Context: an optimization exercise on an open-source flow, tuned for small area, a short achievable clock period and few clock cycles. The choices shown serve that exercise and are no tape-out recipe. At most, simulation tests tie the RTL to the original design; equivalence was not proved. No functional check of the RTL was part of runs 3 to 6. Power and IR drop assume default switching activity.

==> design/flow/design.v <==
module pgcalc(a, bm, sh, andi, inv, cin, p, g, g0, b15);
  input [15:0] a, bm;
  input [1:0] sh;
  input andi, inv, cin;
  output [15:0] p, g;
  output g0, b15;
  reg [15:0] b;
  always @(*)
    case (sh)
      2'b00: b = bm;
      2'b01: b = {bm[14:0], 1'b0};
      2'b10: b = {1'b0, bm[15:1]};
      default: b = {bm[15], bm[15:1]};
    endcase
  wire [15:0] bi = b ^ {16{inv}};
  assign p = andi ? (a & bi) : (a ^ bi);
  assign g = andi ? 16'd0 : (a & bi);
  assign g0 = g[0] | (p[0] & cin);
  assign b15 = b[15];
endmodule
module cpu(clk,reset,s,load,in,out,N,V,Z,w);
  input clk, reset, s, load;
  input [15:0] in;
  output [15:0] out;
  output N, V, Z, w;
  reg [13:0] ir;
  always @(posedge clk)
    if (load) ir <= {in[14], in[12:0]};
  wire [13:0] e = load ? {in[14], in[12:0]} : ir;
  wire       movg = e[13];           
  wire [1:0] op   = e[12:11];        
  wire       movi = movg &  op[1];   
  wire       cmp  = ~movg & ~op[1] &  op[0];
  wire       andi = ~movg &  op[1] & ~op[0];
  wire       inv  = ~movg &  op[0];            
  wire       usea = ~movg & ~(op[1] & op[0]);  
  wire [2:0] rn = e[10:8];
  wire [1:0] sh = e[4:3];
  wire [2:0] rm = e[2:0];
  wire go = s & ~reset;
  reg pend;
  reg [15:0] r0, r1, r2, r3, r4, r5, r6, r7;
  wire [15:0] sum;
  wire        wmovi = ir[13] & ir[12];
  wire [15:0] wdata = wmovi ? {{8{ir[7]}}, ir[7:0]} : sum;
  wire [2:0]  wnum  = wmovi ? ir[10:8] : ir[7:5];
  wire [7:0]  wsel  = pend ? (8'd1 << wnum) : 8'd0;
  always @(posedge clk) begin
    pend <= go & ~cmp;
    if (wsel[0]) r0 <= wdata;
    if (wsel[1]) r1 <= wdata;
    if (wsel[2]) r2 <= wdata;
    if (wsel[3]) r3 <= wdata;
    if (wsel[4]) r4 <= wdata;
    if (wsel[5]) r5 <= wdata;
    if (wsel[6]) r6 <= wdata;
    if (wsel[7]) r7 <= wdata;
  end
  wire [127:0] rf = {r7, r6, r5, r4, r3, r2, r1, r0};
  wire [7:0] dn = 8'd1 << rn;
  wire [7:0] dm = 8'd1 << rm;
  wire [7:0] sa = {8{usea}} & dn & ~wsel;
  wire [7:0] sb = dm & ~wsel;
  wire fa = usea & |(dn & wsel);
  wire fb = |(dm & wsel);
  wire [15:0] a, bm;
  rdport pa(rf, wdata, sa, fa, a);
  rdport pb(rf, wdata, sb, fb, bm);
  wire [15:0] pn, gn;
  wire g0n, b15;
  pgcalc pg(a, bm, sh, andi, inv, cmp, pn, gn, g0n, b15);
  reg [15:0] p, g;
  reg cin, vpre;
  reg cw, cf;    
  always @(posedge clk)
    if (go && !movi) begin
      p    <= pn;
      g    <= {gn[15:1], g0n};
      cin  <= cmp;
      vpre <= a[15] & b15;
      cw   <= ~cmp;
      cf   <= cmp;
    end
  wire [15:0] cy;    
  adder_carries ac(p, g, cy[15:1]);
  assign cy[0] = cin;
  assign sum = p ^ cy;
  wire [2:0] nvz = {sum[15], vpre & ~sum[15], &p};
  reg [15:0] c;
  reg [2:0]  st;
  always @(posedge clk) begin
    if (cw) c <= sum;
    if (cf) st <= nvz;
  end
  assign out = cw ? sum : c;
  assign {N, V, Z} = cf ? nvz : st;
  assign w = 1'b1;
endmodule
module rdport(rf, fw, sel, fsel, q);
  input [127:0] rf;
  input [15:0] fw;
  input [7:0] sel;
  input fsel;
  output reg [15:0] q;
  integer k;
  always @(*) begin
    q = {16{fsel}} & fw;
    for (k = 0; k < 8; k = k + 1) q = q | ({16{sel[k]}} & rf[k*16 +: 16]);
  end
endmodule
module adder_carries(p, g, cy);
  input [15:0] p, g;
  output [15:1] cy;
  wire [15:0] g1, p1, g2, p2, g3, p3, g4;
  genvar i;
  generate
    for (i = 0; i < 16; i = i + 1) begin : ks
      if (i >= 1) begin : l1
        assign g1[i] = g[i] | (p[i] & g[i-1]);
        assign p1[i] = p[i] & p[i-1];
      end else begin : l1b
        assign g1[i] = g[i];
        assign p1[i] = p[i];
      end
      if (i >= 2) begin : l2
        assign g2[i] = g1[i] | (p1[i] & g1[i-2]);
        assign p2[i] = p1[i] & p1[i-2];
      end else begin : l2b
        assign g2[i] = g1[i];
        assign p2[i] = p1[i];
      end
      if (i >= 4) begin : l3
        assign g3[i] = g2[i] | (p2[i] & g2[i-4]);
        assign p3[i] = p2[i] & p2[i-4];
      end else begin : l3b
        assign g3[i] = g2[i];
        assign p3[i] = p2[i];
      end
      if (i >= 8) begin : l4
        assign g4[i] = g3[i] | (p3[i] & g3[i-8]);
      end else begin : l4b
        assign g4[i] = g3[i];
      end
    end
  endgenerate
  assign cy = g4[14:0];
endmodule
==> design/flow/flow/run.sh <==
#!/bin/bash
set -euo pipefail
bash standard.sh SETUP_SLACK_MARGIN=6.5 finish > orfs_make.log 2>&1
==> design/flow/standard.sh <==
#!/bin/bash
# synth_recipe.tcl (not shown) runs the flow's synth.tcl, then flattens the netlist and writes it again
# the make line also repeats each setting of config.mk as NAME=value (left out here)
make -C /OpenROAD-flow-scripts/flow DESIGN_CONFIG=/design/flow/config.mk WORK_HOME=/design/flow/orfs CLKGATE_MAP_FILE= SYNTH_SCRIPT=/design/flow/synth_recipe.tcl "${@:-finish}"
==> design/flow/config.mk <==
export PLATFORM = sky130hd
export DESIGN_NAME = cpu
export DESIGN_NICKNAME = cpu
export VERILOG_FILES = /design/flow/design.v
export SDC_FILE = /design/flow/constraint.sdc
export NUM_CORES = 4
export LEC_CHECK = 0
export CAP_MARGIN = 20
export CORE_MARGIN = 2
export CORE_UTILIZATION = 40
export SLEW_MARGIN = 20
export SYNTH_HIERARCHICAL = 1
export TNS_END_PERCENT = 100
==> design/flow/constraint.sdc <==
create_clock -name core_clock -period 10.0 [get_ports {clk}]
set_input_delay 2.0000 -clock core_clock [delete_from_list [all_inputs] [get_ports {clk}]]
set_output_delay 2.0000 -clock core_clock [all_outputs]
set_load 0.01 [all_outputs]
==> results of run 1 <==
-- metal layers --
metal  global-route usage (%)  share of wire (%)
met1                    26.75                 39
met3                    5.731                8.2
met4                    7.769                2.3
met5                        0                  0
met2                    38.47                 51
-- flip-flops by register name (all words and copies together), names as in the netlist --
signal  cells
vpre        1
cw          1
r4         16
r7         16
r6         16
pend        1
r1         16
cin         1
r3         16
r5         16
r2         16
g          15
p          16
c          16
st          3
ir         14
r0         16
-- power breakdown --
part           internal (mW)  total (mW)  switching, mW  leakage, nW
clock                  0.374       0.687          0.313        0.282
combinational          0.256       0.579          0.323         2.40
sequential             0.982        1.02         0.0372         1.76
-- per-stage QoR --
stage          cells  hold WS, ns  total power, mW
2_1_floorplan    750       0.4612            1.328
4_1_cts         1172       0.4553            2.244
3_5_place_dp    1079       0.4448            1.478
5_1_grt         1188       0.4826            2.380
3_3_place_gp    1079       0.4389            1.466
6_report        1188       0.4509            2.285
-- timing repair --
action | in CTS | in global routing
setup endpoints to repair | 91 | 51
pin swaps | 63 | 51
gates resized for setup | 178 | 50
buffers inserted | 57 | 16
gates cloned | 4 | 0
-- cell type report --
| type | instances | area, um2 |
|---|---|---|
| multi-input cells | 500 | 4573 |
| fillers | 1978 | 11250 |
| flip-flops and latches | 196 | 5575 |
| clock inverters | 13 | 146.4 |
| clock buffers | 19 | 432.9 |
| well taps | 319 | 399.1 |
| inverters | 9 | 36.28 |
| repair buffers | 132 | 1195 |
-- cells in the final DEF, fill, tap and decap left out, types with 8 or more instances in the layout --
cell type        instances
a22oi_1                 32
clkbuf_16               17
a22o_1                  21
buf_2                   15
nor2b_1                 12
buf_6                   22
a21oi_2                 17
a221oi_2                22
buf_4                   69
xnor2_2                  9
a22o_2                   9
nor3_1                  12
mux2_2                  21
ha_2                    14
edfxtp_1               165
dfxtp_1                 31
o21ai_1                 13
xor2_1                  15
nand2_1                 27
a221oi_1                 8
a222oi_1                32
nor2_1                  46
nand3_1                 25
nand3_2                 13
clkdlybuf4s50_1         12
a21oi_1                 23
mux2i_1                 15
inv_1                    8
-- path summary, 6_finish.rpt --
| path | start | cells after the start | slack [ns] | to |
|---|---|---|---|---|
| max | p[2] | 9 | 5.09 | N |
| min | st[1] | 2 | 0.45 | st[1] |
| max reg2reg | p[1] | 21 | 5.60 | p[14] |
| min reg2reg | st[1] | 2 | 0.45 | st[1] |
-- critical path, cell delays in order, from the launching register on --
cell and delay (ns):
edfxtp_1 0.48, o21ai_1 0.26, o21ai_2 0.12, a221o_2 0.41, a221o_1 0.41, a21o_1 0.23
xnor2_4 0.17, buf_6 0.15, a21oi_4 0.14, buf_6 0.12
==> implementation parameters, run 1 <==
Parameter                              Value

Layout
  Final layout net count ... 892
  Fraction of final layout cells sized beyond drive strength 1 ... ~37%
  Diode insertion count for antenna repair ... 0
  Total non-filler cell area in the finished layout ... approximately 0.012 mm2
  Core utilization of the finished layout ... between 50% and 60%
  Post-synthesis to final-layout area growth ... 27.77%

Drt
  Initial DRC count ... between 700 and 800
  Total detailed-routing wirelength ... around 29,000 um
  Detail-routed via count per cell ... roughly 6
  Number of nets still failing antenna checks after routing ... 0
  Detailed-route DRC error count ... 0
  Average wire length per cell after detail routing ... roughly 24 um
  First-pass iteration count of the detailed router ... 10
  Number of vias in the routed layout ... 7,260

Clock tree
  Clock buffer count from CTS ... 17
  Clock transition time at the flip-flop clock pins of the worst setup and hold paths ... approximately 0.07 ns
  CTS Hold Buffers Added ... 0
  Number of clock sinks ... 196
  Clock latency at the later pin of the worst-skew pair ... between 0.4 and 0.5 ns
  Clock tree from TritonCTS ... built
  Total number of H-tree levels ... 4
  Cell at the root of the clock tree ... clkbuf_16
  Max clock buf depth ... 2

Floorplan
  Die area ... between 0.02 and 0.03 mm2
  Std cell rows ... between 50 and 60
  X dimension of the die ... 159.5 um
  Effective utilization at floorplan ... about 41%
  CORE AREA ... approximately 0.024 mm2
  Number of top-level pins ... 40
  Vert. Die Dim ... 159.5 um

Global route
  Gr usage total ... about 22%
  Leftover overflow at the end of global routing ... 0
  Number of antenna violations at the first check in global routing ... 0
  Pin count of the biggest net entering global routing ... 34
  First-pass GRT wire length ... approximately 43,000 um
  Via count of the first global-routing pass ... a little over 7,000

STA
  Fmax ... 203.6 MHz
  Unrepaired setup endpoints after global routing ... yes
  Number of setup violations in the final report ... 0
  Largest clock skew in the final design ... between 0.007 and 0.008 ns
  Headroom to the max-slew limit ... around a third
  Least setup slack across all paths after layout ... about 5.1 ns
  Final clock period utilization by the worst path ... between 40% and 50%
  Worst-Margin Slew ... roughly 1.0 ns
  Setup total negative slack ... 0 ns
  Final Hold Vio Count ... 0
  Pins Over Slew Limit ... 0
  Minimum clock period ... slightly below 5 ns

Setup path
  Launching element type of the critical path ... flip-flop
  Classification of the worst setup path ... flip-flop to output pin
  Endpoint type of the worst setup path ... output pin
  Required time at the endpoint of the critical path ... approximately 8 ns
  Worst-path maximum fanout ... 5
  WP data arrival ... ~2.9 ns

Outcome
  Result of the run ... timing/DRC/antenna clean

Power and ir drop
  Worst IR drop on VDD ... between 0.1 and 0.15 mV
  Static Leak ... 4.445 nW
  Power density over the cells ... around 180 mW/mm2

Placement
  Standard cell area after detailed placement ... between 0.01 and 0.015 mm2
  Final weighted congestion in routability-driven placement ... 0.8169
  Number of port buffers ... 36
  Minimum setup slack after placement ... ~3.1 ns
  Estimated wirelength of the detail-placed design ... roughly 16,000 um

Flow run
  Number of max-cap violations ... 0

Yosys
  Yosys warns ... 9
  Cells after synthesis ... 750
  Mean area per synthesized cell ... about 13 um2
  Synthesized cell area ... 0.009672 mm2

Min path
  Classification of the worst-slack hold path ... flip-flop to flip-flop
Testbench counts, summed over its fixed seeds: cycles 16,000.
==> run 2, diff against run 1 <==
==> design/flow/run.sh (new file) <==
#!/bin/bash
# synth_recipe.tcl (not shown) runs the flow's synth.tcl, then flattens the netlist and writes it again
# the make line also repeats each setting of config.mk as NAME=value (left out here)
make -C /OpenROAD-flow-scripts/flow DESIGN_CONFIG=/design/flow/config.mk WORK_HOME=/design/flow/orfs CLKGATE_MAP_FILE= SYNTH_SCRIPT=/design/flow/synth_recipe.tcl finish
--- a/design/flow/config.mk
+++ b/design/flow/config.mk
@@ -8,6 +8,7 @@
 export CAP_MARGIN = 20
 export CORE_MARGIN = 2
 export CORE_UTILIZATION = 40
+export SETUP_SLACK_MARGIN = 5
 export SLEW_MARGIN = 20
 export SYNTH_HIERARCHICAL = 1
 export TNS_END_PERCENT = 100
removed: design/flow/flow/run.sh
removed: design/flow/standard.sh
==> implementation parameters, run 2 <==
Parameter                              Value

Layout
  Leading cell type in the layout, fill and taps excluded ... edfxtp_1
  Post-synthesis to final-layout area growth ... 18.07%
  Final layout net count ... roughly 850
  Fraction of final layout cells sized beyond drive strength 1 ... a little under a quarter
  Total non-filler cell area in the finished layout ... 0.01142 mm2
  Diode insertion count for antenna repair ... 0
  Final std cells w/o fill ... roughly 1,100
  Most frequent cells in the layout ... edfxtp_1, nor2_1, buf_4
  Core utilization of the finished layout ... between 40 and 50%
  Number of inserted filler cells in the final layout ... about 2,100

Setup path
  WP data arrival ... 2.92 ns
  Internal reg-to-reg setup slack ... approximately 5.6 ns
  Endpoint of the lowest-slack register-to-register path ... p[15]
  Endpoint type of the worst setup path ... output pin
  Worst-path maximum fanout ... 7
  Reg-to-reg startpoint ... p[8]
  First element of the critical path ... p[8]
  Classification of the worst setup path ... flip-flop to output pin
  Launching element type of the critical path ... flip-flop
  Required time at the endpoint of the critical path ... 8.00 ns
  Logic depth of the worst register-to-register path ... 15

Min path
  Hold path cells ... 2
  End point of the most critical hold path ... st[1]
  Classification of the worst-slack hold path ... flip-flop to flip-flop
  Worst min-delay path startpoint ... st[1]

Drt
  Met2 layer wire length in the routed design ... 13,120 um
  Detailed-route DRC error count ... 0
  Detail-routed via count per cell ... about 6
  Initial DRC count ... 713
  Uppermost signal routing layer after detailed routing ... met4
  Routed length on met3 ... 2272 um
  First-pass iteration count of the detailed router ... 7
  Total detailed-routing wirelength ... between 20,000 and 30,000 um
  Average wire length per cell after detail routing ... 23.58 um
  Post-route met1 wirelength ... approximately 11,000 um
  Number of vias in the routed layout ... between 6,000 and 7,000
  Number of nets still failing antenna checks after routing ... 0

Global route
  Via count of the first global-routing pass ... 6,707
  Pin count of the biggest net entering global routing ... 35
  Gr usage total ... about a fifth
  First-pass GRT wire length ... 39,720 um
  Number of antenna violations at the first check in global routing ... 0
  Leftover overflow at the end of global routing ... 0

Placement
  Number of cells after detailed placement ... about 1,100
  Final weighted congestion in routability-driven placement ... ~0.83
  Number of port buffers ... 36
  Minimum setup slack after placement ... around 3.6 ns
  Estimated wirelength of the detail-placed design ... 16,640 um
  Standard cell area after detailed placement ... approximately 0.010 mm2

Yosys
  Cells after synthesis ... between 700 and 800
  Yosys warns ... 9
  Synthesized cell area ... 0.009672 mm2
  Mean area per synthesized cell ... 12.90 um2

Floorplan
  Number of top-level pins ... 40
  CORE AREA ... between 0.02 and 0.025 mm2
  Die area ... approximately 0.025 mm2
  X dimension of the die ... between 150 and 200 um
  Effective utilization at floorplan ... between 40% and 50%
  Vert. Die Dim ... between 150 and 200 um
  Std cell rows ... 56

STA
  Number of setup violations in the final report ... 0
  Setup total negative slack ... 0 ns
  Pins Over Slew Limit ... 0
  Worst Hold Margin ... ~0.45 ns
  Worst-Margin Slew ... approximately 1 ns
  Final Hold Vio Count ... 0
  Unrepaired setup endpoints after global routing ... yes
  Final clock period utilization by the worst path ... between 40 and 50%
  Headroom to the max-slew limit ... 34.02%
  Least setup slack across all paths after layout ... about 5.1 ns
  Fmax ... around 200 MHz
  Largest clock skew in the final design ... approximately 0.015 ns
  Minimum clock period ... around 5 ns

Clock tree
  Cell at the root of the clock tree ... clkbuf_16
  Max clock buf depth ... 2
  Number of clock sinks ... about 200
  Clock latency at the later pin of the worst-skew pair ... approximately 0.43 ns
  Clock tree from TritonCTS ... built
  Clock transition time at the flip-flop clock pins of the worst setup and hold paths ... approximately 0.070 ns
  Total number of H-tree levels ... 4
  Clock buffer count from CTS ... 17

Outcome
  Result of the run ... timing/DRC/antenna clean

Flow run
  Number of max-cap violations ... 0

Power and ir drop
  Power density over the cells ... 187.4 mW/mm2
  Total power ... 2.140 mW
  Worst IR drop on VDD ... roughly 0.12 mV
  Static Leak ... 4.039 nW
-- run 2: cell types whose count changed in the layout (fill, tap and decap cells not counted), sizes merged --
cell / change
buf: -61
clkdlybuf4s50: +14
dlymetal6s2s: +4
bufinv: -2
clkbuf: -2
clkinv: +2
a21oi: -1
clkdlybuf4s15: +1
clkinvlp: +1
o2111a: -1
-- run 2: power by group --
group          internal, mW  switching [mW]
clock                 0.327           0.316
combinational         0.197           0.281
sequential            0.982          0.0371
-- run 2: worst max-delay path: stages (launching register included) --
cell,delay (ns)
edfxtp_1,0.50
a21oi_1,0.23
nand2_1,0.09
a221o_2,0.42
a221o_1,0.38
a21o_1,0.24
xnor2_4,0.19
a21oi_1,0.18
clkdlybuf4s15_1,0.26
-- run 2: layout make-up --
| cell class | instances | area, um2 | area share, % |
|---|---|---|---|
| well taps | 319 | 399.1 | 3.495 |
| flip-flops and latches | 196 | 5575 | 48.82 |
| clock inverters | 14 | 120.1 | 1.052 |
| repair buffers | 89 | 850.8 | 7.450 |
| inverters | 9 | 36.28 | 0.3177 |
| clock buffers | 18 | 429.2 | 3.758 |
| multi-input cells | 498 | 4009 | 35.10 |
-- run 2: what timing repair did --
action	4_1_cts	5_1_grt
pin swaps	11	17
cloned	2	0
endpoints found under the hold margin	0	0
resized for setup	35	22
hold buffers	0	0
setup buffers	12	17
setup endpoints to repair	37	26
-- run 2: how the worst max path moves through the flow --
stage / depth (start not counted) / to
after floorplan: 16 / p[6]
after CTS: 9 / out[13]
after global placement: 15 / p[1]
after global routing: 9 / out[12]
final: 8 / out[15]
after detailed placement: 15 / p[2]
-- run 2: routing by layer --
metal | up-vias | GRT usage [%]
li1 | 3147 | -
met2 | 338 | 34.51
met3 | 55 | 4.741
met5 | - | 0
met4 | 0 | 8.760
met1 | 3378 | 26.12
==> run 3, diff against run 2 <==
--- a/design/flow/design.v
+++ b/design/flow/design.v
@@ -24,9 +24,9 @@
   output [15:0] out;
   output N, V, Z, w;
   reg [13:0] ir;
+  wire [13:0] e = load ? {in[14], in[12:0]} : ir;
   always @(posedge clk)
-    if (load) ir <= {in[14], in[12:0]};
-  wire [13:0] e = load ? {in[14], in[12:0]} : ir;
+    ir <= e;
   wire       movg = e[13];           
   wire [1:0] op   = e[12:11];        
   wire       movi = movg &  op[1];   
@@ -70,20 +70,18 @@
   wire g0n, b15;
   pgcalc pg(a, bm, sh, andi, inv, cmp, pn, gn, g0n, b15);
   reg [15:0] p, g;
-  reg cin, vpre;
-  reg cw, cf;    
-  always @(posedge clk)
-    if (go && !movi) begin
-      p    <= pn;
-      g    <= {gn[15:1], g0n};
-      cin  <= cmp;
-      vpre <= a[15] & b15;
-      cw   <= ~cmp;
-      cf   <= cmp;
-    end
+  reg vpre;
+  reg cw, cf;
+  always @(posedge clk) begin
+    p    <= pn;
+    g    <= {gn[15:1], g0n};
+    vpre <= a[15] & b15;
+    cw   <= go & ~cmp & ~movi;
+    cf   <= go & cmp;
+  end
   wire [15:0] cy;    
   adder_carries ac(p, g, cy[15:1]);
-  assign cy[0] = cin;
+  assign cy[0] = cf;    
   assign sum = p ^ cy;
   wire [2:0] nvz = {sum[15], vpre & ~sum[15], &p};
   reg [15:0] c;
==> implementation parameters, run 3 <==
Parameter                              Value

Setup path
  Internal reg-to-reg setup slack ... slightly below 6 ns
  Logic depth of the worst register-to-register path ... 15
  Worst-path maximum fanout ... 4
  Endpoint of the lowest-slack register-to-register path ... p[15]
  Required time at the endpoint of the critical path ... 8.00 ns
  Classification of the worst setup path ... flip-flop to output pin
  WP data arrival ... about 2.9 ns
  Launching element type of the critical path ... flip-flop
  Endpoint type of the worst setup path ... output pin
  Reg-to-reg startpoint ... p[1]

Floorplan
  Die area ... 0.02451 mm2
  Std cell rows ... 55
  Effective utilization at floorplan ... between 40 and 50%
  CORE AREA ... 0.02271 mm2
  X dimension of the die ... about 160 um
  Vert. Die Dim ... roughly 160 um
  Number of top-level pins ... 40

Min path
  Hold path cells ... 2
  End point of the most critical hold path ... st[1]
  Classification of the worst-slack hold path ... flip-flop to flip-flop
  Worst min-delay path startpoint ... st[1]

STA
  Worst-Margin Slew ... roughly 1 ns
  Final Hold Vio Count ... 0
  Headroom to the max-slew limit ... about a third
  Number of setup violations in the final report ... 0
  Unrepaired setup endpoints after global routing ... yes
  Largest clock skew in the final design ... 0.01366 ns
  Pins Over Slew Limit ... 0
  Setup total negative slack ... 0 ns
  Minimum clock period ... 4.907 ns
  Fmax ... slightly above 200 MHz
  Final clock period utilization by the worst path ... 49.07%

Clock tree
  Max clock buf depth ... 2
  Clock transition time at the flip-flop clock pins of the worst setup and hold paths ... roughly 0.07 ns
  CTS Hold Buffers Added ... 0
  Clock buffer count from CTS ... 17
  Clock latency at the later pin of the worst-skew pair ... 0.43 ns
  Number of clock sinks ... 196
  Cell at the root of the clock tree ... clkbuf_16
  Clock tree from TritonCTS ... built
  Total number of H-tree levels ... 4

Yosys
  Yosys warns ... 9
  Cells after synthesis ... between 700 and 800
  Mean area per synthesized cell ... between 10 and 15 um2
  Synthesized cell area ... ~0.0093 mm2

Power and ir drop
  Clock network power share ... a little over a quarter
  Fraction of power consumed by combinational cells ... about 28%
  Internal power contribution ... 1.727 mW
  Flop pwr share ... about 45%
  NetSw ... between 0.8 and 0.9 mW
  Static Leak ... 3.874 nW
  Power density over the cells ... approximately 240 mW/mm2
  Worst IR drop on VDD ... between 0.1 and 0.15 mV
  Total power ... around 2.6 mW
  Switching power share of the total ... 32.74%

Drt
  Number of nets still failing antenna checks after routing ... 0
  First-pass iteration count of the detailed router ... 6
  Total detailed-routing wirelength ... between 20,000 and 30,000 um
  Initial DRC count ... roughly 1,100
  Detail-routed via count per cell ... a little over 6
  Number of vias in the routed layout ... roughly 6,800
  Average wire length per cell after detail routing ... 23.93 um
  Detailed-route DRC error count ... 0

Placement
  Standard cell area after detailed placement ... approximately 0.0099 mm2
  Number of cells after detailed placement ... between 1,000 and 1,500
  Number of port buffers ... 36
  Final weighted congestion in routability-driven placement ... around 0.87
  Estimated wirelength of the detail-placed design ... 16,360 um

Layout
  Final layout net count ... a little over 800
  Final std cells w/o fill ... approximately 1,100
  Diode insertion count for antenna repair ... 0
  Leading cell type in the layout, fill and taps excluded ... edfxtp_1
  Core utilization of the finished layout ... a little under half
  Fraction of final layout cells sized beyond drive strength 1 ... 19.35%
  Total non-filler cell area in the finished layout ... between 0.01 and 0.015 mm2
  Most frequent cells in the layout ... edfxtp_1, dfxtp_1, a21oi_1
  Post-synthesis to final-layout area growth ... 16.14%

Flow run
  Number of max-cap violations ... 0

Outcome
  Result of the run ... timing/DRC/antenna clean

Global route
  Pin count of the biggest net entering global routing ... 34
  Leftover overflow at the end of global routing ... 0
  Via count of the first global-routing pass ... between 6,000 and 7,000
  Number of antenna violations at the first check in global routing ... 0
  First-pass GRT wire length ... 38,900 um
  Gr usage total ... 21.49%
## run 3: power groups by stage
stage | logic, mW | registers (mW) | clock network, mW
2_1_floorplan | 0.433 | 1.14 | 0
3_3_place_gp | 0.652 | 1.16 | 0
3_5_place_dp | 0.673 | 1.16 | 0
4_1_cts | 0.701 | 1.15 | 0.710
5_1_grt | 0.787 | 1.16 | 0.743
6_report | 0.720 | 1.15 | 0.694
## run 3: cell type report
cell class	count	area, um2
clock buffer	19	432.9
tap	285	356.6
multi-input combinational	498	3891
timing repair buffer	71	694.4
fill	2036	11900
inverter	9	33.78
sequential	196	5236
clock inverter	13	166.4
## run 3: repair_timing
action | 4_1_cts | 5_1_grt
setup endpoints to repair | 36 | 23
gates resized for setup | 21 | 16
setup buffers | 10 | 3
pin swaps | 4 | 7
## run 3: per-stage QoR
stage	hold WS [ns]	worst slack [ns]
3_3_place_gp	0.4620	3.443
6_report	0.4606	5.093
3_5_place_dp	0.4630	3.357
4_1_cts	0.4800	4.996
2_1_floorplan	0.4814	5.060
5_1_grt	0.4971	4.952
## run 3: routing by layer
layer,vias up,share of wire [%],GRT usage [%],wire length (um)
met5,-,0,0,0
met4,0,1.5,6.553,393
met3,32,8.8,4.320,2287
met2,333,49,36.12,12810
met1,3360,41,28.08,10610
li1,3068,-,-,-
## run 3: worst max-delay path by stage
| stage | startpoint | endpoint | slack [ns] | depth (start not counted) |
|---|---|---|---|---|
| 2_1_floorplan | load | p[4] | 5.06 | 13 |
| 3_3_place_gp | load | p[2] | 3.44 | 12 |
| 3_5_place_dp | load | p[2] | 3.36 | 12 |
| 4_1_cts | g[0] | V | 5.00 | 9 |
| 5_1_grt | p[1] | V | 4.95 | 9 |
| 6_report | p[1] | V | 5.09 | 9 |
## run 3: critical path, stage by stage (launching register included)
cell and delay [ns]:
dfxtp_2 0.35, a211oi_4 0.29, o21ai_2 0.11, a221o_2 0.38
a221o_1 0.43, a21o_1 0.24, xnor2_4 0.23, nand3_1 0.12
o21ai_2 0.09, clkdlybuf4s15_2 0.24
==> run 4, diff against run 3 <==
--- a/design/flow/config.mk
+++ b/design/flow/config.mk
@@ -8,6 +8,7 @@
 export CAP_MARGIN = 20
 export CORE_MARGIN = 2
 export CORE_UTILIZATION = 40
+export PLACE_DENSITY = 0.8
 export SETUP_SLACK_MARGIN = 5
 export SLEW_MARGIN = 20
 export SYNTH_HIERARCHICAL = 1
==> implementation parameters, run 4 <==
Parameter                              Value

Outcome
  Result of the run ... timing/DRC/antenna clean

STA
  Number of setup violations in the final report ... 0
  Worst Hold Margin ... between 0.4 and 0.5 ns
  Unrepaired setup endpoints after global routing ... no
  Headroom to the max-slew limit ... between 20% and 30%
  Final clock period utilization by the worst path ... just under 50%
  Fmax ... 203.4 MHz
  Final Hold Vio Count ... 0
  Pins Over Slew Limit ... 0
  Worst-Margin Slew ... about 1.1 ns
  Least setup slack across all paths after layout ... ~5.1 ns
  Setup total negative slack ... 0 ns
  Largest clock skew in the final design ... 0.01024 ns
  Minimum clock period ... 4.916 ns

Layout
  Final std cells w/o fill ... about 1,100
  Number of inserted filler cells in the final layout ... ~1,900
  Post-synthesis to final-layout area growth ... 19.53%
  Leading cell type in the layout, fill and taps excluded ... edfxtp_1
  Final layout net count ... approximately 850
  Total non-filler cell area in the finished layout ... 0.01113 mm2
  Most frequent cells in the layout ... edfxtp_1, dfxtp_1, buf_4
  Combined area of the multi-input logic cells ... just over 0.004 mm2
  Fraction of final layout cells sized beyond drive strength 1 ... roughly a quarter
  Diode insertion count for antenna repair ... 0
  Core utilization of the finished layout ... a little under 50%
  Total area of sequential cells ... about 0.0052 mm2

Yosys
  Yosys warns ... 9
  Synthesized cell area ... 0.009309 mm2
  Mean area per synthesized cell ... roughly 12 um2
  Cells after synthesis ... roughly 750

Placement
  Estimated wirelength of the detail-placed design ... ~16,000 um
  Standard cell area after detailed placement ... 0.009985 mm2
  Minimum setup slack after placement ... approximately 3.8 ns
  Number of cells after detailed placement ... 1,045
  Number of port buffers ... 36
  Final weighted congestion in routability-driven placement ... slightly below 0.9

Clock tree
  Clock tree from TritonCTS ... built
  Clock buffer count from CTS ... 17
  Total number of H-tree levels ... 4
  Cell at the root of the clock tree ... clkbuf_16
  Max clock buf depth ... 2
  Number of clock sinks ... 196
  Clock transition time at the flip-flop clock pins of the worst setup and hold paths ... around 0.06 ns
  Clock latency at the later pin of the worst-skew pair ... 0.43 ns

Setup path
  Series of cell instances along the critical path ... a211oi_2 -> o21ai_2 -> a221o_2 -> a221o_1 -> a21o_1 -> xnor2_2 -> buf_4 -> a21oi_1 -> dlygate4sd2_1
  Worst-path maximum fanout ... 4
  Slowest cell on the critical path ... a221o_1
  Worst path top cell family by delay ... compound AO/OA/AOI/OAI gates
  Classification of the worst setup path ... flip-flop to output pin
  Required time at the endpoint of the critical path ... ~8 ns
  WP data arrival ... 2.92 ns
  Endpoint type of the worst setup path ... output pin
  Launching element type of the critical path ... flip-flop
  Buffers & Inverters on Critical Path ... 2
  Delay contributed by the slowest stage of the critical path ... slightly above 0.4 ns

Flow run
  Number of max-cap violations ... 0

Floorplan
  CORE AREA ... 0.02271 mm2
  Number of top-level pins ... 40
  Vert. Die Dim ... between 150 and 200 um
  Std cell rows ... between 50 and 60
  Effective utilization at floorplan ... between 40% and 50%
  X dimension of the die ... around 160 um
  Die area ... ~0.025 mm2

Drt
  Number of nets still failing antenna checks after routing ... 0
  Detail-routed via count per cell ... 6.316
  Average wire length per cell after detail routing ... 22.26 um
  Total detailed-routing wirelength ... about 25,000 um
  Number of vias in the routed layout ... ~7,000
  Detailed-route DRC error count ... 0
  First-pass iteration count of the detailed router ... 10
  Initial DRC count ... between 900 and 1,000

Power and ir drop
  Worst IR drop on VDD ... roughly 0.13 mV
  Power density over the cells ... 232.4 mW/mm2
  Static Leak ... just over 4 nW
  Total power ... ~2.6 mW

Global route
  First-pass GRT wire length ... 37,170 um
  Via count of the first global-routing pass ... about 6,800
  Number of antenna violations at the first check in global routing ... 0
  Gr usage total ... between 20% and 30%
  Pin count of the biggest net entering global routing ... 34
  Leftover overflow at the end of global routing ... 0

Min path
  Classification of the worst-slack hold path ... flip-flop to flip-flop
==> run 4: what timing repair did <==
item / in CTS / in global routing
hold buffers: 0 / 0
gates resized for setup: 24 / 29
cloned: 0 / 1
pin swaps: 10 / 15
setup buffers: 28 / 8
endpoints found under the setup margin: 36 / 27
==> run 4: layer usage <==
metal / wire (um) / global-route usage, %
met5: 0 / 0
met2: 11940 / 33.40
met4: 947 / 10.05
met1: 9387 / 24.36
met3: 2526 / 5.234
==> run 4: cell type report <==
class / instances / area share, %
clock buffers: 18 / 3.857
clock inverters: 14 / 1.586
inverters: 9 / 0.3036
multi-input cells: 498 / 36.13
flip-flops and latches: 196 / 47.07
well taps: 285 / 3.205
repair buffers: 94 / 7.849
==> run 4: final timing paths <==
| check | start | to | slack [ns] | depth (start not counted) |
|---|---|---|---|---|
| setup / recovery | p[1] | N | 5.08 | 9 |
| hold / removal | st[1] | st[1] | 0.45 | 2 |
| setup reg to reg | p[1] | p[15] | 5.72 | 16 |
| hold reg to reg | st[1] | st[1] | 0.45 | 2 |
==> run 4: power by group <==
part	total (mW)	leakage, nW	switching, mW	internal, mW
clock	0.698	0.294	0.300	0.397
sequential	1.15	1.73	0.0893	1.06
combinational	0.736	2.04	0.432	0.304
==> run 4: worst reg2reg max path: stages (launching register included) <==
cell      delay [ns]
dfxtp_2         0.35
a211oi_2        0.27
o21ai_2         0.12
a221o_2         0.39
a221o_1         0.41
a21o_1          0.21
xnor2_2         0.21
buf_4           0.14
buf_4           0.10
a21oi_1         0.22
a22o_2          0.35
a221oi_1        0.28
nand3_1         0.15
a22o_1          0.25
xor2_1          0.15
ha_1            0.31
mux2_2          0.26
==> run 5, diff against run 4 <==
--- a/design/flow/config.mk
+++ b/design/flow/config.mk
@@ -8,7 +8,8 @@
 export CAP_MARGIN = 20
 export CORE_MARGIN = 2
 export CORE_UTILIZATION = 40
-export PLACE_DENSITY = 0.8
+export CTS_BUF_LIST = sky130_fd_sc_hd__clkbuf_4 sky130_fd_sc_hd__clkbuf_8
+export CTS_CLUSTER_SIZE = 30
 export SETUP_SLACK_MARGIN = 5
 export SLEW_MARGIN = 20
 export SYNTH_HIERARCHICAL = 1
==> implementation parameters, run 5 <==
Parameter                              Value

Global route
  Number of antenna violations at the first check in global routing ... 0
  Via count of the first global-routing pass ... approximately 6,700
  Routing layer with the top usage in global route ... met2
  First-pass GRT wire length ... a little under 40,000 um
  Gr usage total ... 21.62%
  Met1 track utilization from global routing ... 27.88%
  Met3 Usage GRT ... 4.182%
  GRT met2 Usage ... between 30% and 40%
  Pin count of the biggest net entering global routing ... 34
  Leftover overflow at the end of global routing ... 0

Setup path
  Stages on worst setup path ... 8
  Worst-path maximum fanout ... 6
  Delay contributed by the slowest stage of the critical path ... approximately 0.42 ns
  Logic depth of the worst register-to-register path ... 15
  Endpoint type of the worst setup path ... output pin
  Classification of the worst setup path ... flip-flop to output pin
  Required time at the endpoint of the critical path ... around 8.0 ns
  Buffers & Inverters on Critical Path ... 1
  Slowest cell on the critical path ... a221o_1
  Launching element type of the critical path ... flip-flop
  Worst path top cell family by delay ... compound AO/OA/AOI/OAI gates
  Series of cell instances along the critical path ... a211oi_2 -> o21ai_2 -> a221o_2 -> a221o_1 -> a21o_1 -> xnor2_4 -> a21oi_2 -> clkdlybuf4s15_1
  WP data arrival ... between 2 and 3 ns

Drt
  Detailed-route DRC error count ... 0
  Total detailed-routing wirelength ... between 20,000 and 30,000 um
  Average wire length per cell after detail routing ... between 20 and 25 um
  Number of nets still failing antenna checks after routing ... 0
  First-pass iteration count of the detailed router ... 7
  Number of vias in the routed layout ... between 6,000 and 7,000
  Initial DRC count ... 924
  Detail-routed via count per cell ... 6.158

Power and ir drop
  Fraction of power consumed by combinational cells ... between 20 and 30%
  Power density over the cells ... 226.9 mW/mm2
  NetSw ... slightly above 0.8 mW
  Static Leak ... 3.800 nW
  Clock network power share ... between 20% and 30%
  Flop pwr share ... around 48%
  Switching power share of the total ... approximately 34%
  Worst IR drop on VDD ... roughly 0.08 mV
  Internal power contribution ... 1.587 mW

Yosys
  Yosys warns ... 9
  Cells after synthesis ... between 700 and 800
  Mean area per synthesized cell ... ~12 um2
  Synthesized cell area ... about 0.0093 mm2

Layout
  Leading cell type in the layout, fill and taps excluded ... edfxtp_1
  Diode insertion count for antenna repair ... 0
  Post-synthesis to final-layout area growth ... 14.31%
  Final layout net count ... slightly above 800
  Most frequent cells in the layout ... edfxtp_1, dfxtp_1, nor2_1, a21oi_1
  Fraction of final layout cells sized beyond drive strength 1 ... between 20% and 30%

Floorplan
  Die area ... ~0.025 mm2
  CORE AREA ... ~0.023 mm2
  Vert. Die Dim ... ~160 um
  X dimension of the die ... roughly 160 um
  Number of top-level pins ... 40
  Std cell rows ... between 50 and 60
  Effective utilization at floorplan ... roughly 41%

Placement
  Number of port buffers ... 36
  Final weighted congestion in routability-driven placement ... between 0.8 and 0.9
  Estimated wirelength of the detail-placed design ... 16,360 um
  Minimum setup slack after placement ... approximately 3.4 ns

Flow run
  Number of max-cap violations ... 0

Clock tree
  Clock buffer count from CTS ... 17
  Cell at the root of the clock tree ... clkbuf_8
  Max clock buf depth ... 2
  Clock transition time at the flip-flop clock pins of the worst setup and hold paths ... 0.10 ns
  Total number of H-tree levels ... 4
  Clock tree from TritonCTS ... built
  Number of clock sinks ... 196
  CTS Hold Buffers Added ... 0
  Clock latency at the later pin of the worst-skew pair ... 0.48 ns

STA
  Final Hold Vio Count ... 0
  Minimum clock period ... just under 5 ns
  Headroom to the max-slew limit ... roughly a third
  Final clock period utilization by the worst path ... between 40 and 50%
  Largest clock skew in the final design ... approximately 0.018 ns
  Unrepaired setup endpoints after global routing ... yes
  Setup total negative slack ... 0 ns
  Fmax ... between 200 and 250 MHz
  Number of setup violations in the final report ... 0
  Least setup slack across all paths after layout ... between 5 and 6 ns
  Pins Over Slew Limit ... 0
  Worst Hold Margin ... between 0.4 and 0.5 ns
  Worst-Margin Slew ... 0.9968 ns

Outcome
  Result of the run ... timing/DRC/antenna clean

Min path
  Hold path cells ... 2
  Classification of the worst-slack hold path ... flip-flop to flip-flop
-- run 5: cell types whose count changed in the layout (fill, tap and decap cells not counted), sizes merged, moves of 2 or more --
cell	previous run	this run
dlymetal6s2s	2	0
clkinv	6	3
inv	13	15
buf	58	37
-- run 5: worst register-to-register path: cells and delay by family (launching register included) --
family,cells,cell delay [ns]
buffers and inverters,1,0.17
flip-flops,1,0.41
AND/OR/NAND/NOR,1,0.16
adder cells (fa/ha/maj),1,0.31
multiplexers,1,0.26
XOR/XNOR,2,0.40
AO/OA/AOI/OAI,9,2.44
-- run 5: final timing paths --
kind	from	endpoint	slack [ns]
max reg2reg	p[5]	p[15]	5.75
max	p[5]	out[15]	5.09
min reg2reg	st[1]	st[1]	0.46
min	st[1]	st[1]	0.46
-- run 5: timing repair --
item	CTS	global route
endpoints found under the setup margin	36	19
pin swaps	4	7
setup buffers	10	4
gates resized for setup	25	19
endpoints found under the hold margin	0	0
-- run 5: layout make-up --
cell class / instances / area [um2]
Multi-Input combinational cell: 498 / 3904
Fill cell: 2058 / 12070
Sequential cell: 196 / 5240
Timing Repair Buffer: 72 / 691.9
Tap cell: 285 / 356.6
Clock buffer: 19 / 249.0
Inverter: 9 / 33.78
Clock inverter: 13 / 166.4
-- run 5: power by group through the flow --
stage	combinational, mW	sequential (mW)	clock (mW)
2_1_floorplan	0.433	1.14	0
3_3_place_gp	0.652	1.16	0
3_5_place_dp	0.673	1.16	0
4_1_cts	0.702	1.15	0.551
5_1_grt	0.791	1.17	0.584
6_report	0.723	1.15	0.537
-- run 5: stage by stage --
step	instances	total power, mW	util (%)	area [um2]
final	1092	2.414	46.86	10640
after global routing	1092	2.542	46.86	10640
after CTS	1088	2.400	46.40	10540
after detailed placement	1046	1.835	43.74	9933
after global placement	1046	1.808	43.74	9933
after floorplan	749	1.569	-	9309
-- run 5: per-layer routing --
metal,vias to the layer above,wire length (um)
met5,-,0
met4,0,579
met3,55,2188
met2,298,12690
met1,3303,10530
li1,3068,-
==> run 6, diff against run 5 <==
==> design/flow/flow/run.sh (new file) <==
#!/bin/bash
# Layout: the standard ORFS flow (standard.sh: unchanged synthesis,
# floorplan, power grid, placement, CTS and routing), with two settings
# beyond config.mk's list:
#  - the port buffers that global placement inserts are buf_2 cells
#    (buffer_ports otherwise picks a slow delay buffer);
#  - repair_timing aims at MARGIN ns of setup slack.
# The clock, the constraints and the checks are unchanged.
set -euo pipefail
MARGIN=${MARGIN:-5}
bash standard.sh "BUFFER_PORTS_ARGS=-buffer_cell sky130_fd_sc_hd__buf_2" \
  "SETUP_SLACK_MARGIN=$MARGIN" finish > orfs_make.log 2>&1
==> design/flow/standard.sh (new file) <==
#!/bin/bash
# synth_recipe.tcl (not shown) runs the flow's synth.tcl, then flattens the netlist and writes it again
# the make line also repeats each setting of config.mk as NAME=value (left out here)
make -C /OpenROAD-flow-scripts/flow DESIGN_CONFIG=/design/flow/config.mk WORK_HOME=/design/flow/orfs CLKGATE_MAP_FILE= SYNTH_SCRIPT=/design/flow/synth_recipe.tcl "${@:-finish}"
--- a/design/flow/config.mk
+++ b/design/flow/config.mk
@@ -10,7 +10,6 @@
 export CORE_UTILIZATION = 40
 export CTS_BUF_LIST = sky130_fd_sc_hd__clkbuf_4 sky130_fd_sc_hd__clkbuf_8
 export CTS_CLUSTER_SIZE = 30
-export SETUP_SLACK_MARGIN = 5
 export SLEW_MARGIN = 20
 export SYNTH_HIERARCHICAL = 1
 export TNS_END_PERCENT = 100
removed: design/flow/run.sh
==> implementation parameters, run 6 <==
Parameter                              Value

Outcome
  Result of the run ... timing/DRC/antenna clean

Layout
  Final layout net count ... 820
  Core utilization of the finished layout ... 45.34%
  Total area of sequential cells ... approximately 0.0052 mm2
  Combined area of the multi-input logic cells ... 0.003869 mm2
  Most frequent cells in the layout ... edfxtp_1, dfxtp_1, a21oi_1
  Fraction of final layout cells sized beyond drive strength 1 ... a little under a quarter
  Leading cell type in the layout, fill and taps excluded ... edfxtp_1
  Number of inserted filler cells in the final layout ... approximately 2,000
  Diode insertion count for antenna repair ... 0
  Post-synthesis to final-layout area growth ... 10.62%

Global route
  Number of antenna violations at the first check in global routing ... 1
  Met3 Usage GRT ... just over 4%
  Met1 track utilization from global routing ... between 20% and 30%
  Leftover overflow at the end of global routing ... 0
  First-pass GRT wire length ... 38,100 um
  Gr usage total ... around a fifth
  Pin count of the biggest net entering global routing ... 34
  Via count of the first global-routing pass ... ~6,700
  GRT met2 Usage ... a little over a third
  Routing layer with the top usage in global route ... met2

Setup path
  Required time at the endpoint of the critical path ... 8.00 ns
  Classification of the worst setup path ... flip-flop to output pin
  Series of cell instances along the critical path ... a211oi_2 -> o21ai_2 -> a221o_2 -> a221o_1 -> a21o_1 -> xnor2_4 -> buf_4 -> a21oi_2 -> buf_2
  Endpoint type of the worst setup path ... output pin
  Delay contributed by the slowest stage of the critical path ... between 0.4 and 0.5 ns
  WP data arrival ... between 2 and 3 ns
  Slowest cell on the critical path ... a221o_2
  Launching element type of the critical path ... flip-flop
  Worst-path maximum fanout ... 4

Yosys
  Synthesized cell area ... a little over 0.009 mm2
  Yosys warns ... 9
  Cells after synthesis ... between 700 and 800
  Mean area per synthesized cell ... ~12 um2

STA
  Setup total negative slack ... 0 ns
  Final clock period utilization by the worst path ... 48.90%
  Pins Over Slew Limit ... 0
  Minimum clock period ... slightly below 5 ns
  Worst-Margin Slew ... between 1 and 1.5 ns
  Unrepaired setup endpoints after global routing ... no
  Final Hold Vio Count ... 0
  Largest clock skew in the final design ... between 0.015 and 0.02 ns
  Least setup slack across all paths after layout ... about 5 ns
  Number of setup violations in the final report ... 0
  Headroom to the max-slew limit ... about 32%
  Fmax ... ~200 MHz

Drt
  Detail-routed via count per cell ... just over 6
  First-pass iteration count of the detailed router ... 8
  Number of nets still failing antenna checks after routing ... 0
  Number of vias in the routed layout ... about 6,700
  Initial DRC count ... between 1,000 and 1,500
  Average wire length per cell after detail routing ... 23.44 um
  Detailed-route DRC error count ... 0
  Total detailed-routing wirelength ... 25,370 um

Power and ir drop
  Power density over the cells ... 228.0 mW/mm2
  NetSw ... approximately 0.8 mW
  Static Leak ... between 3 and 4 nW
  Clock network power share ... between 20% and 30%
  Internal power contribution ... 1.535 mW
  Worst IR drop on VDD ... 0.07670 mV
  Fraction of power consumed by combinational cells ... around 28%
  Total power ... 2.348 mW
  Switching power share of the total ... between 30 and 40%
  Flop pwr share ... between 40% and 50%

Floorplan
  Die area ... 0.02451 mm2
  Effective utilization at floorplan ... approximately 41%
  Number of top-level pins ... 40
  Vert. Die Dim ... 156.6 um
  X dimension of the die ... 156.6 um
  CORE AREA ... roughly 0.023 mm2
  Std cell rows ... 55

Placement
  Estimated wirelength of the detail-placed design ... about 16,000 um
  Number of port buffers ... 36
  Minimum setup slack after placement ... 4.221 ns
  Final weighted congestion in routability-driven placement ... slightly above 0.8

Min path
  Classification of the worst-slack hold path ... flip-flop to flip-flop

Clock tree
  Total number of H-tree levels ... 4
  Cell at the root of the clock tree ... clkbuf_8
  Clock tree from TritonCTS ... built
  Number of clock sinks ... 196
  CTS Hold Buffers Added ... 0
  Max clock buf depth ... 2
  Clock latency at the later pin of the worst-skew pair ... ~0.48 ns
  Clock transition time at the flip-flop clock pins of the worst setup and hold paths ... approximately 0.10 ns
  Clock buffer count from CTS ... 17

Flow run
  Number of max-cap violations ... 0
-- run 6: layout make-up --
cell class | instances | share of cell area (%)
Clock buffer | 18 | 2.345
Clock inverter | 14 | 1.640
Inverter | 9 | 0.3281
Multi-Input combinational cell | 498 | 37.57
Sequential cell | 196 | 50.86
Tap cell | 285 | 3.463
Timing Repair Buffer | 62 | 3.791
-- run 6: worst paths after layout --
kind / start / end / slack, ns / depth (start not counted)
worst max-delay path: p[1] / out[15] / 5.11 / 9
worst min-delay path: st[1] / st[1] / 0.46 / 2
worst max register to register: p[1] / p[15] / 5.79 / 15
worst min register to register: st[1] / st[1] / 0.46 / 2
-- run 6: repair_timing --
item                       4_1_cts  5_1_grt
setup buffers                    2        2
pin swaps                        3        5
setup endpoints to repair       22       14
gates resized for setup          8       11
-- run 6: critical path: cells and delay by family (launching register included) --
family | cells | cell delay (ns)
XOR/XNOR | 1 | 0.17
buffers and inverters | 2 | 0.31
AO/OA/AOI/OAI | 6 | 1.58
flip-flops | 1 | 0.36
-- run 6: metrics by stage --
stage | cells | hold WS (ns) | instance area, um2
after floorplan | 749 | 0.4814 | 9309
after global placement | 1046 | 0.4566 | 9767
after detailed placement | 1046 | 0.4623 | 9767
after CTS | 1080 | 0.4808 | 10250
after global routing | 1082 | 0.4911 | 10300
final | 1082 | 0.4583 | 10300
-- run 6: power groups by stage --
stage          Clock [mW]  Sequential, mW  Combinational, mW
5_1_grt             0.575            1.16              0.733
3_5_place_dp            0            1.16              0.631
6_report            0.531            1.15              0.667
4_1_cts             0.542            1.15              0.649
3_3_place_gp            0            1.16              0.611
2_1_floorplan           0            1.14              0.433
-- run 6: metal layers --
layer  wire, um  vias to the layer above
li1           -                     3041
met1      10500                     3287
met2      12050                      357
met3       2176                       61
met4        641                        0
met5          0                        -
==> run 7, diff against run 6 <==
--- a/design/flow/design.v
+++ b/design/flow/design.v
@@ -4,19 +4,24 @@
   input andi, inv, cin;
   output [15:0] p, g;
   output g0, b15;
-  reg [15:0] b;
-  always @(*)
-    case (sh)
-      2'b00: b = bm;
-      2'b01: b = {bm[14:0], 1'b0};
-      2'b10: b = {1'b0, bm[15:1]};
-      default: b = {bm[15], bm[15:1]};
-    endcase
+  wire s0 = ~sh[1] & ~sh[0];    
+  wire sl = ~sh[1] &  sh[0];    
+  wire sr =  sh[1];             
+  wire sa =  sh[1] &  sh[0];    
+  wire [15:0] nb;
+  aoi222 sft(bm, {bm[14:0], 1'b0}, {1'b0, bm[15:1]}, s0, sl, sr, nb[15:0]);
+  wire [15:0] b = ~nb | {sa & bm[15], 15'd0};
+  pgbits pgb(a, b, andi, inv, p, g);
+  assign g0 = g[0] | (p[0] & cin);
+  assign b15 = b[15];
+endmodule
+module pgbits(a, b, andi, inv, p, g);
+  input [15:0] a, b;
+  input andi, inv;
+  output [15:0] p, g;
   wire [15:0] bi = b ^ {16{inv}};
   assign p = andi ? (a & bi) : (a ^ bi);
   assign g = andi ? 16'd0 : (a & bi);
-  assign g0 = g[0] | (p[0] & cin);
-  assign b15 = b[15];
 endmodule
 module cpu(clk,reset,s,load,in,out,N,V,Z,w);
   input clk, reset, s, load;
@@ -99,12 +104,18 @@
   input [15:0] fw;
   input [7:0] sel;
   input fsel;
-  output reg [15:0] q;
-  integer k;
-  always @(*) begin
-    q = {16{fsel}} & fw;
-    for (k = 0; k < 8; k = k + 1) q = q | ({16{sel[k]}} & rf[k*16 +: 16]);
-  end
+  output [15:0] q;
+  wire [15:0] n0, n1, n2;
+  aoi222 g0(rf[15:0],    rf[31:16],   rf[47:32],   sel[0], sel[1], sel[2], n0);
+  aoi222 g1(rf[63:48],   rf[79:64],   rf[95:80],   sel[3], sel[4], sel[5], n1);
+  aoi222 g2(rf[111:96],  rf[127:112], fw,          sel[6], sel[7], fsel,   n2);
+  assign q = ~(n0 & n1 & n2);
+endmodule
+module aoi222(d0, d1, d2, s0, s1, s2, q);
+  input [15:0] d0, d1, d2;
+  input s0, s1, s2;
+  output [15:0] q;
+  assign q = ~(({16{s0}} & d0) | ({16{s1}} & d1) | ({16{s2}} & d2));
 endmodule
 module adder_carries(p, g, cy);
   input [15:0] p, g;
==> implementation parameters, run 7 <==
Parameter                              Value

Outcome
  Result of the run ... timing/DRC/antenna clean

Setup path
  Reg-to-reg startpoint ... ir[12]
  Internal reg-to-reg setup slack ... between 5 and 6 ns
  Logic depth of the worst register-to-register path ... 13
  Buffers & Inverters on Critical Path ... 2
  Series of cell instances along the critical path ... a211oi_4 -> o21ai_2 -> a221o_2 -> a221o_1 -> a21o_1 -> xnor2_2 -> buf_4 -> a21oi_1 -> buf_2
  Endpoint of the lowest-slack register-to-register path ... g[0]
  Capture point of the worst path ... N
  Endpoint type of the worst setup path ... output pin
  Delay contributed by the slowest stage of the critical path ... about 0.4 ns
  First element of the critical path ... p[1]
  Worst-path maximum fanout ... 4
  Classification of the worst setup path ... flip-flop to output pin
  Required time at the endpoint of the critical path ... approximately 8.0 ns
  Stages on worst setup path ... 9
  Launching element type of the critical path ... flip-flop
  WP data arrival ... 2.91 ns
  Slowest cell on the critical path ... a221o_2
  Worst path top cell family by delay ... compound AO/OA/AOI/OAI gates

Yosys
  Yosys warns ... 7
  Synthesized cell area ... ~0.0089 mm2
  Cells after synthesis ... roughly 700
  Mean area per synthesized cell ... 12.86 um2

Global route
  Gr usage total ... 20.93%
  Via count of the first global-routing pass ... roughly 6,600
  First-pass GRT wire length ... between 30,000 and 40,000 um
  Number of antenna violations at the first check in global routing ... 0
  Leftover overflow at the end of global routing ... 0
  Pin count of the biggest net entering global routing ... 33

Clock tree
  Number of clock sinks ... just under 200
  Clock latency at the later pin of the worst-skew pair ... 0.47 ns
  Max clock buf depth ... 2
  Clock tree from TritonCTS ... built
  CTS Hold Buffers Added ... 0
  Clock buffer count from CTS ... 17
  Cell at the root of the clock tree ... clkbuf_8
  Total number of H-tree levels ... 4
  Clock transition time at the flip-flop clock pins of the worst setup and hold paths ... about 0.1 ns

Power and ir drop
  Power density over the cells ... around 230 mW/mm2
  Static Leak ... between 3 and 4 nW
  Total power ... about 2.3 mW
  Worst IR drop on VDD ... between 0.08 and 0.09 mV

Layout
  Diode insertion count for antenna repair ... 0
  Core utilization of the finished layout ... a little under half
  Combined area of the multi-input logic cells ... 0.003437 mm2
  Total non-filler cell area in the finished layout ... just under 0.01 mm2
  Number of inserted filler cells in the final layout ... approximately 2,000
  Most frequent cells in the layout ... edfxtp_1, a222oi_1, dfxtp_1
  Final std cells w/o fill ... a little over 1,000
  Final layout net count ... ~780
  Post-synthesis to final-layout area growth ... 11.06%
  Total area of sequential cells ... approximately 0.0052 mm2
  Fraction of final layout cells sized beyond drive strength 1 ... 19.47%
  Leading cell type in the layout, fill and taps excluded ... edfxtp_1

Drt
  Detailed-route DRC error count ... 0
  Total detailed-routing wirelength ... ~25,000 um
  Uppermost signal routing layer after detailed routing ... met4
  Number of nets still failing antenna checks after routing ... 0
  Initial DRC count ... 1,286
  Post-route met1 wirelength ... 9698 um
  Number of vias in the routed layout ... between 6,000 and 7,000
  First-pass iteration count of the detailed router ... 7
  Routed length on met3 ... ~2500 um
  Average wire length per cell after detail routing ... between 20 and 25 um
  Detail-routed via count per cell ... roughly 6.4
  Met2 layer wire length in the routed design ... 11,840 um

STA
  Unrepaired setup endpoints after global routing ... no
  Pins Over Slew Limit ... 0
  Final Hold Vio Count ... 0
  Worst-Margin Slew ... about 1.1 ns
  Largest clock skew in the final design ... 0.01082 ns
  Fmax ... roughly 200 MHz
  Worst Hold Margin ... between 0.4 and 0.5 ns
  Least setup slack across all paths after layout ... approximately 5.1 ns
  Headroom to the max-slew limit ... around 28%
  Number of setup violations in the final report ... 0
  Setup total negative slack ... 0 ns
  Final clock period utilization by the worst path ... approximately half
  Minimum clock period ... around 4.9 ns

Floorplan
  Number of top-level pins ... 40
  Die area ... about 0.024 mm2
  CORE AREA ... between 0.02 and 0.025 mm2
  X dimension of the die ... ~150 um
  Vert. Die Dim ... 153.4 um
  Std cell rows ... 54
  Effective utilization at floorplan ... 40.76%

Placement
  Final weighted congestion in routability-driven placement ... between 0.8 and 0.9
  Estimated wirelength of the detail-placed design ... 15,810 um
  Minimum setup slack after placement ... 4.296 ns
  Number of port buffers ... 36
  Standard cell area after detailed placement ... 0.009405 mm2
  Number of cells after detailed placement ... approximately 1,000

Min path
  Classification of the worst-slack hold path ... flip-flop to flip-flop
  Hold path cells ... 2

Flow run
  Number of max-cap violations ... 0
==> run 7: worst min path at each step <==
stage | from | to | slack, ns
after CTS | c[5] | c[5] | 0.48
after global placement | st[0] | st[0] | 0.46
after global routing | c[10] | c[10] | 0.50
after detailed placement | c[10] | c[10] | 0.46
after floorplan | ir[11] | ir[11] | 0.48
final | c[7] | c[7] | 0.48
==> run 7: power breakdown <==
part | internal (mW) | total (mW) | switching (mW)
logic | 0.229 | 0.643 | 0.414
registers | 1.06 | 1.15 | 0.0843
clock network | 0.229 | 0.520 | 0.291
==> run 7: repair_timing <==
action	in CTS	in global routing
gates resized for setup	6	10
setup buffers	1	3
pin swaps	2	3
endpoints found under the setup margin	17	3
==> run 7: layout make-up <==
cell class	count	area share (%)
Tap cell	280	3.535
Multi-Input combinational cell	440	34.68
Timing Repair Buffer	64	4.002
Clock buffer	17	2.361
Sequential cell	196	52.83
Inverter	24	0.9090
Clock inverter	14	1.679
==> run 7: worst register-to-register path, cell delays in order (launching register included) <==
cell and delay, ns:
dfxtp_1 0.37, and2_4 0.20, o21ai_0 0.48, and2_1 0.94, nor3_1 0.10, buf_4 0.27
a222oi_1 0.35, nand3_1 0.22, a222oi_1 0.45, inv_1 0.10, xor2_1 0.15, ha_1 0.31
mux2_2 0.27, a21o_1 0.17
==> run 7: routing by layer <==
metal / global-route usage (%) / vias to the layer above
li1: - / 2959
met1: 26.38 / 3189
met2: 34.40 / 412
met3: 4.565 / 72
met4: 9.917 / 0
met5: 0 / -
Testbench counts of run 7, summed over its fixed seeds: cycles 16,000.
==> run 8, diff against run 7 <==
--- a/design/flow/flow/run.sh
+++ b/design/flow/flow/run.sh
@@ -7,6 +7,6 @@
 #  - repair_timing aims at MARGIN ns of setup slack.
 # The clock, the constraints and the checks are unchanged.
 set -euo pipefail
-MARGIN=${MARGIN:-5}
+MARGIN=${MARGIN:-5.3}
 bash standard.sh "BUFFER_PORTS_ARGS=-buffer_cell sky130_fd_sc_hd__buf_2" \
   "SETUP_SLACK_MARGIN=$MARGIN" finish > orfs_make.log 2>&1
==> implementation parameters, run 8 <==
Parameter                              Value

Setup path
  Launching element type of the critical path ... flip-flop
  First element of the critical path ... g[0]
  Worst-path maximum fanout ... 4
  Classification of the worst setup path ... flip-flop to output pin
  Reg-to-reg startpoint ... ir[12]
  Internal reg-to-reg setup slack ... around 5.6 ns
  Required time at the endpoint of the critical path ... 8.00 ns
  Endpoint type of the worst setup path ... output pin
  Logic depth of the worst register-to-register path ... 13
  Endpoint of the lowest-slack register-to-register path ... p[15]
  WP data arrival ... ~2.8 ns

Layout
  Leading cell type in the layout, fill and taps excluded ... edfxtp_1
  Fraction of final layout cells sized beyond drive strength 1 ... 22.53%
  Number of inserted filler cells in the final layout ... between 1,500 and 2,000
  Post-synthesis to final-layout area growth ... 12.83%
  Diode insertion count for antenna repair ... 0
  Final std cells w/o fill ... about 1,000
  Final layout net count ... 791
  Most frequent cells in the layout ... edfxtp_1, a222oi_1, dfxtp_1

Floorplan
  Vert. Die Dim ... approximately 150 um
  Die area ... 0.02352 mm2
  Std cell rows ... 54
  X dimension of the die ... about 150 um
  Number of top-level pins ... 40
  CORE AREA ... around 0.022 mm2
  Effective utilization at floorplan ... about 41%

Global route
  Leftover overflow at the end of global routing ... 0
  Number of antenna violations at the first check in global routing ... 0
  Pin count of the biggest net entering global routing ... 33
  Via count of the first global-routing pass ... just under 7,000
  Gr usage total ... 20.84%
  First-pass GRT wire length ... between 30,000 and 40,000 um

STA
  Fmax ... between 200 and 250 MHz
  Worst-Margin Slew ... roughly 1.1 ns
  Pins Over Slew Limit ... 0
  Headroom to the max-slew limit ... ~27%
  Largest clock skew in the final design ... around 0.011 ns
  Minimum clock period ... approximately 4.8 ns
  Setup total negative slack ... 0 ns
  Number of setup violations in the final report ... 0
  Unrepaired setup endpoints after global routing ... yes
  Final clock period utilization by the worst path ... between 40% and 50%
  Final Hold Vio Count ... 0

Yosys
  Cells after synthesis ... 694
  Mean area per synthesized cell ... 12.86 um2
  Yosys warns ... 7
  Synthesized cell area ... 0.008924 mm2

Clock tree
  Max clock buf depth ... 2
  Cell at the root of the clock tree ... clkbuf_8
  Clock latency at the later pin of the worst-skew pair ... between 0.4 and 0.5 ns
  Clock transition time at the flip-flop clock pins of the worst setup and hold paths ... 0.10 ns
  Total number of H-tree levels ... 4
  Clock tree from TritonCTS ... built
  Number of clock sinks ... between 150 and 200
  Clock buffer count from CTS ... 17

Min path
  Worst min-delay path startpoint ... st[1]
  Classification of the worst-slack hold path ... flip-flop to flip-flop
  Hold path cells ... 2
  End point of the most critical hold path ... st[1]

Drt
  Detailed-route DRC error count ... 0
  First-pass iteration count of the detailed router ... 14
  Number of nets still failing antenna checks after routing ... 0
  Initial DRC count ... about 1,300
  Total detailed-routing wirelength ... 24,820 um
  Detail-routed via count per cell ... approximately 6.4
  Number of vias in the routed layout ... roughly 6,700
  Average wire length per cell after detail routing ... 23.69 um

Power and ir drop
  NetSw ... slightly above 0.8 mW
  Static Leak ... 3.728 nW
  Power density over the cells ... 232.4 mW/mm2
  Switching power share of the total ... 34.77%
  Internal power contribution ... about 1.5 mW
  Clock network power share ... between 20% and 30%
  Worst IR drop on VDD ... between 0.09 and 0.1 mV
  Flop pwr share ... a little under 50%
  Fraction of power consumed by combinational cells ... about 29%

Outcome
  Result of the run ... timing/DRC/antenna clean

Placement
  Final weighted congestion in routability-driven placement ... ~0.86
  Estimated wirelength of the detail-placed design ... between 15,000 and 20,000 um
  Number of port buffers ... 36
  Number of cells after detailed placement ... 1,000

Flow run
  Number of max-cap violations ... 0
run 8: changes by cell type in the layout (fill, tap and decap cells not counted), moves of 2 or more:
cell,previous run,this run
nand3_2,0,2
a21oi_1,42,39
buf_4,28,39
clkinvlp_4,3,0
dfxtp_1,64,62
a21oi_2,0,3
xnor2_2,1,3
clkinv_8,0,2
xnor2_1,16,14
nand3_1,38,36
inv_6,3,7
run 8: what timing repair did:
| item | in CTS | in global routing |
|---|---|---|
| hold buffers | 0 | 0 |
| setup endpoints to repair | 21 | 19 |
| gates resized for setup | 18 | 9 |
| cloned | 0 | 0 |
| buffers inserted | 7 | 9 |
| pin swaps | 9 | 14 |
run 8: final cells by class:
class	count	area, um2	share of cell area (%)
timing repair buffer	76	499.2	4.958
multi-input combinational	440	3478	34.55
clock inverter	15	175.2	1.740
tap	280	350.3	3.480
clock buffer	17	234.0	2.324
inverter	24	90.09	0.8947
sequential	196	5241	52.06
run 8: worst max path at each step:
| stage | end | cells past startpoint | slack, ns |
|---|---|---|---|
| 6_report | out[15] | 9 | 5.24 |
| 3_5_place_dp | g[0] | 11 | 4.52 |
| 2_1_floorplan | g[0] | 14 | 5.32 |
| 4_1_cts | V | 9 | 5.20 |
| 5_1_grt | V | 9 | 5.10 |
| 3_3_place_gp | g[0] | 11 | 4.54 |
run 8: stage by stage:
stage / worst slack, ns / power [mW] / hold WS, ns / util, % / area (um2)
after floorplan: 5.318 / 1.554 / 0.4814 / - / 8962
after global placement: 4.538 / 1.741 / 0.4578 / 43.10 / 9434
after detailed placement: 4.519 / 1.765 / 0.4634 / 43.10 / 9434
after CTS: 5.200 / 2.316 / 0.4641 / 45.48 / 9957
after global routing: 5.101 / 2.452 / 0.4781 / 45.99 / 10070
final: 5.244 / 2.340 / 0.4621 / 45.99 / 10070
run 8: power by group through the flow:
stage / clock [mW] / sequential (mW) / combinational [mW]
final: 0.520 / 1.15 / 0.670
after global routing: 0.558 / 1.16 / 0.731
after CTS: 0.529 / 1.15 / 0.640
after detailed placement: 0 / 1.16 / 0.606
after global placement: 0 / 1.15 / 0.586
after floorplan: 0 / 1.14 / 0.418
run 8: routing by layer:
| layer | global-route usage [%] | vias to the layer above | share of wire [%] |
|---|---|---|---|
| met5 | 0 | - | 0 |
| met4 | 8.912 | 0 | 2.0 |
| met3 | 3.941 | 47 | 9.8 |
| met2 | 34.44 | 418 | 48 |
| met1 | 26.90 | 3225 | 40 |
| li1 | - | 2995 | - |
run 8: worst max-delay path, cell delays in order (launching register included):
cell and delay [ns]:
dfxtp_4 0.37, a211oi_4 0.27, o21ai_2 0.11, a221o_2 0.37, a221o_1 0.37, a21o_1 0.20
xnor2_2 0.24, buf_4 0.15, a21oi_2 0.04, buf_2 0.17

## re-timing with driven ports
The results above use ideal ports. As a check the final layouts listed here were re-extracted and re-timed, cells and wires unchanged. Step 1, drivers: a clkbuf_16 drives clk and a buf_2 each remaining input, both assumed. Step 2 times the ports against the registers' clock, not the clock port: input delays grow and output delays shrink by t, the midpoint of the rising clock arrivals with the driver on. a / b / c = ideal ports / drivers / drivers and shift; a / b = the first two.
run	t, ns	setup WS [ns]	clock arrival spread, ns	pins driven straight from the clock port
run 1	0.471	5.088 / 5.042 / 4.790	0.008 / 0.008	1
run 2	0.476	5.075 / 5.026 / 4.700	0.015 / 0.015	1
run 3	0.463	5.093 / 5.051 / 4.702	0.015 / 0.014	1
run 4	0.477	5.084 / 5.036 / 4.684	0.011 / 0.010	1
run 5	0.510	5.087 / 5.046 / 4.699	0.018 / 0.018	1
run 6	0.514	5.110 / 5.068 / 4.680	0.018 / 0.019	1
run 7	0.505	5.092 / 5.050 / 4.673	0.011 / 0.012	1
run 8	0.507	5.244 / 5.203 / 4.831	0.016 / 0.016	1
After both steps every run listed still meets setup and hold. The setup slack of run 6, which loses most, moves by -0.042 ns with the drivers and by -0.430 ns with both steps.
